Source: an optimization exercise on an open RTL-to-GDS flow (aim: small area and a short achievable clock period). Production flows keep margins and buffers that such runs may drop.
The RTL was checked by simulation tests, not by an equivalence proof against the original design.
Power is estimated from default activity; no workload was simulated.

== run A ==
==> flow/design.v <==
module MIPS (
    input             clk,
    input             rst_n,
    input             in_valid,
    input      [31:0] instruction,
    input      [19:0] output_reg,
    output            out_valid,
    output     [31:0] out_1,
    output     [31:0] out_2,
    output     [31:0] out_3,
    output     [31:0] out_4,
    output            instruction_fail
);
function [5:0] dec;
    input [4:0] a;
    begin
        dec[0] = (a == 5'b10000);
        dec[1] = (a == 5'b11111);
        dec[2] = (a == 5'b10111);
        dec[3] = (a == 5'b01000);
        dec[4] = (a == 5'b10010);
        dec[5] = (a == 5'b10001);
    end
endfunction
function [5:0] dec_g;
    input [4:0] a;
    begin
        dec_g[0] =  a[4] & ~a[3] & ~a[2] & ~a[1] & ~a[0];
        dec_g[1] =  a[4] &  a[3] &  a[2] &  a[1] &  a[0];
        dec_g[2] =  a[4] & ~a[3] &  a[2] &  a[1] &  a[0];
        dec_g[3] = ~a[4] &  a[3] & ~a[2] & ~a[1] & ~a[0];
        dec_g[4] =  a[4] & ~a[3] & ~a[2] &  a[1] & ~a[0];
        dec_g[5] =  a[4] & ~a[3] & ~a[2] & ~a[1] &  a[0];
    end
endfunction
function [31:0] rd6;
    input [5:0]  s;
    input [31:0] r0, r1, r2, r3, r4, r5;
    rd6 = ({32{s[0]}} & r0) | ({32{s[1]}} & r1) | ({32{s[2]}} & r2)
        | ({32{s[3]}} & r3) | ({32{s[4]}} & r4) | ({32{s[5]}} & r5);
endfunction
reg [31:0] rf0, rf1, rf2, rf3, rf4, rf5;
reg  [5:0] rv;         
wire [31:0] res;       
wire [5:0] op    = instruction[31:26];
wire [5:0] funct = instruction[5:0];
wire       is_r  = (op == 6'b000000);
wire       is_i  = (op == 6'b001000);
wire       f_add = is_r & (funct == 6'b100000);
wire       f_and = is_r & (funct == 6'b100100);
wire       f_or  = is_r & (funct == 6'b100101);
wire       f_nor = is_r & (funct == 6'b100111);
wire       f_sll = is_r & (funct == 6'b000000);
wire       f_srl = is_r & (funct == 6'b000010);
wire       legal = f_add | f_and | f_or | f_nor | f_sll | f_srl | is_i;
wire [5:0] rs_h  = dec(instruction[25:21]);
wire [5:0] rt_h  = dec(instruction[20:16]);
wire [5:0] rd_h  = dec(instruction[15:11]);
wire [5:0] dst_h = is_i ? rt_h : rd_h;
reg         v1;
reg   [5:0] dst1;
reg         ok1;       
reg         f1n;
reg  [31:0] a1, b1;
reg         add1, and1, or1, nor1, sll1, srl1;
reg   [4:0] sh1, rot1;
reg  [19:0] oreg1;
wire        f1   = ~(ok1 & (|dst1));
wire  [5:0] we1  = (v1 & ok1) ? dst1 : 6'd0;
wire        fwd_a = |(rs_h & we1);
wire        fwd_b = ~is_i & (|(rt_h & we1));
wire [31:0] pre_a = rd6(rs_h & rv, rf0, rf1, rf2, rf3, rf4, rf5);
wire [31:0] pre_b = is_i ? {{16{instruction[15]}}, instruction[15:0]}
                         : rd6(rt_h & rv, rf0, rf1, rf2, rf3, rf4, rf5);
always @(posedge clk or negedge rst_n) begin
    if (!rst_n) v1 <= 1'b0;
    else        v1 <= in_valid;
end
always @(posedge clk) begin
    dst1  <= dst_h;
    ok1   <= legal & (|rs_h) & (|rt_h);
    a1    <= fwd_a ? res : pre_a;
    b1    <= fwd_b ? res : pre_b;
    add1  <= f_add | is_i;
    and1  <= f_and;
    or1   <= f_or;
    nor1  <= f_nor;
    sll1  <= f_sll;
    srl1  <= f_srl;
    sh1   <= instruction[10:6];
    rot1  <= f_srl ? instruction[10:6] : -instruction[10:6];
    oreg1 <= output_reg;
end
wire [31:0] sum = a1 + b1;
wire [31:0] r0 = rot1[0] ? {b1[0], b1[31:1]}    : b1;
wire [31:0] r1 = rot1[1] ? {r0[1:0], r0[31:2]}  : r0;
wire [31:0] r2 = rot1[2] ? {r1[3:0], r1[31:4]}  : r1;
wire [31:0] r3 = rot1[3] ? {r2[7:0], r2[31:8]}  : r2;
wire [31:0] r4 = rot1[4] ? {r3[15:0], r3[31:16]} : r3;
wire [31:0] msk = ({32{sll1}} & ({32{1'b1}} << sh1)) | ({32{srl1}} & ({32{1'b1}} >> sh1));
assign res = ({32{add1}} & sum)
           | ({32{and1}} & (a1 & b1))
           | ({32{or1}}  & (a1 | b1))
           | ({32{nor1}} & ~(a1 | b1))
           | (msk & r4);
always @(posedge clk or negedge rst_n) begin
    if (!rst_n) rv <= 6'd0;
    else        rv <= rv | we1;
end
always @(posedge clk) begin
    if (we1[0]) rf0 <= res;
    if (we1[1]) rf1 <= res;
    if (we1[2]) rf2 <= res;
    if (we1[3]) rf3 <= res;
    if (we1[4]) rf4 <= res;
    if (we1[5]) rf5 <= res;
end
reg        v2;
reg        f2;
reg  [5:0] s1, s2, s3, s4;       
reg  [5:0] t1, t2, t3, t4;       
always @(posedge clk or negedge rst_n) begin
    if (!rst_n) v2 <= 1'b0;
    else        v2 <= v1;
end
always @(posedge clk) begin
    f2 <= f1;
    s1 <= f1 ? 6'd0 : (dec(oreg1[4:0])   & (rv | we1));
    s2 <= f1 ? 6'd0 : (dec(oreg1[9:5])   & (rv | we1));
    s3 <= f1 ? 6'd0 : (dec(oreg1[14:10]) & (rv | we1));
    s4 <= f1 ? 6'd0 : (dec(oreg1[19:15]) & (rv | we1));
    t1 <= f1 ? 6'd0 : (dec_g(oreg1[4:0])   & (rv | we1));
    t2 <= f1 ? 6'd0 : (dec_g(oreg1[9:5])   & (rv | we1));
    t3 <= f1 ? 6'd0 : (dec_g(oreg1[14:10]) & (rv | we1));
    t4 <= f1 ? 6'd0 : (dec_g(oreg1[19:15]) & (rv | we1));
end
assign out_valid        = v2;
assign instruction_fail = f2;
wire [31:0] o1l = rd6(s1, rf0, rf1, rf2, rf3, rf4, rf5);
wire [31:0] o2l = rd6(s2, rf0, rf1, rf2, rf3, rf4, rf5);
wire [31:0] o3l = rd6(s3, rf0, rf1, rf2, rf3, rf4, rf5);
wire [31:0] o4l = rd6(s4, rf0, rf1, rf2, rf3, rf4, rf5);
wire [31:0] o1h = rd6(t1, rf0, rf1, rf2, rf3, rf4, rf5);
wire [31:0] o2h = rd6(t2, rf0, rf1, rf2, rf3, rf4, rf5);
wire [31:0] o3h = rd6(t3, rf0, rf1, rf2, rf3, rf4, rf5);
wire [31:0] o4h = rd6(t4, rf0, rf1, rf2, rf3, rf4, rf5);
assign out_1 = {o1h[31:16], o1l[15:0]};
assign out_2 = {o2h[31:16], o2l[15:0]};
assign out_3 = {o3h[31:16], o3l[15:0]};
assign out_4 = {o4h[31:16], o4l[15:0]};
endmodule
export LEC_CHECK = 0
export CAP_MARGIN = 20
export CORE_MARGIN = 2
export CORE_UTILIZATION = 45
export SETUP_SLACK_MARGIN = 3.0
export SLEW_MARGIN = 20
create_clock -name core_clock -period 6.0 [get_ports {clk}]
standard.sh (not shown) runs the stock make flow with config.mk's settings and CLKGATE_MAP_FILE= SYNTH_SCRIPT=/design/flow/synth_recipe.tcl, a recipe that flattens the netlist after the stock synthesis.
==> flow/flow/run.sh <==
#!/bin/bash
# The standard layout, with every input and output port buffered by a
# sky130_fd_sc_hd__buf_2 instead of the cell buffer_ports picks by default.
set -euo pipefail
export BUFFER_PORTS_ARGS="-buffer_cell sky130_fd_sc_hd__buf_2"
bash standard.sh > standard_flow.log 2>&1
Input-level comparison between run B and run A:
- SETUP_SLACK_MARGIN: 3.0 -> 2.8
Findings:
Run B: final worst-path setup slack is 100 ps lower than what run A reported. Relative to run A, largest fanout on the critical path has increased by 11 in run B. Sort run A and run B by layout net count, descending, and run A comes first.
### run B -> run C
- a change of SETUP_SLACK_MARGIN from 2.8 to 3.2
--- outcome ---
Looking at shortest period the worst path allows, run C sits 290 ps lower than run B does.
Delta (run C minus run B): worst hold slack picked up an extra 12 ps, transition at the pin with the smallest max-transition slack lost 44 ps, total chip power lost about 1.1%, cell count picked up an extra about 7%, met2 usage picked up an extra 1.5 points.
Count of clock buffers in the final design (run C over run B): decrease, about 1.8%
Portion of total power attributed to combinational logic, run B and run C: lower on run B
Measured against each other, run B and run C differ in aggregate global-route resource usage, the lower figure coming from run B.
Cmp run C vs run B: least setup slack across all paths after layout higher in run C

==> re-timing with driven ports <==
In the flow no input, the clock included, has a driving cell. The finished layouts below were timed again as built, in two steps. Step 1 assumes that a clkbuf_16 drives the clock port and a buf_2 every other input. Step 2 also shifts input and output timing later by t, the mid clock arrival at the registers, as if the neighbouring blocks saw the same clock. a / b / c = ideal ports / drivers / drivers and shift; a / b = the first two.
| run | t, ns | setup WS [ns] | slew at the worst register clock pin (ns) | cell pins on the clock port's net |
|---|---|---|---|---|
| run A | 0.632 | 2.873 / 2.873 / 2.418 | 0.07 / 0.07 | 1 |
| run B | 0.629 | 2.769 / 2.771 / 2.141 | 0.07 / 0.07 | 1 |
| run C | 0.617 | 3.058 / 2.998 / 2.559 | 0.07 / 0.07 | 1 |
After both steps every run listed still meets setup and hold. For run B, which loses most, drivers alone change the setup slack by +0.002 ns; drivers and shift together by -0.628 ns.
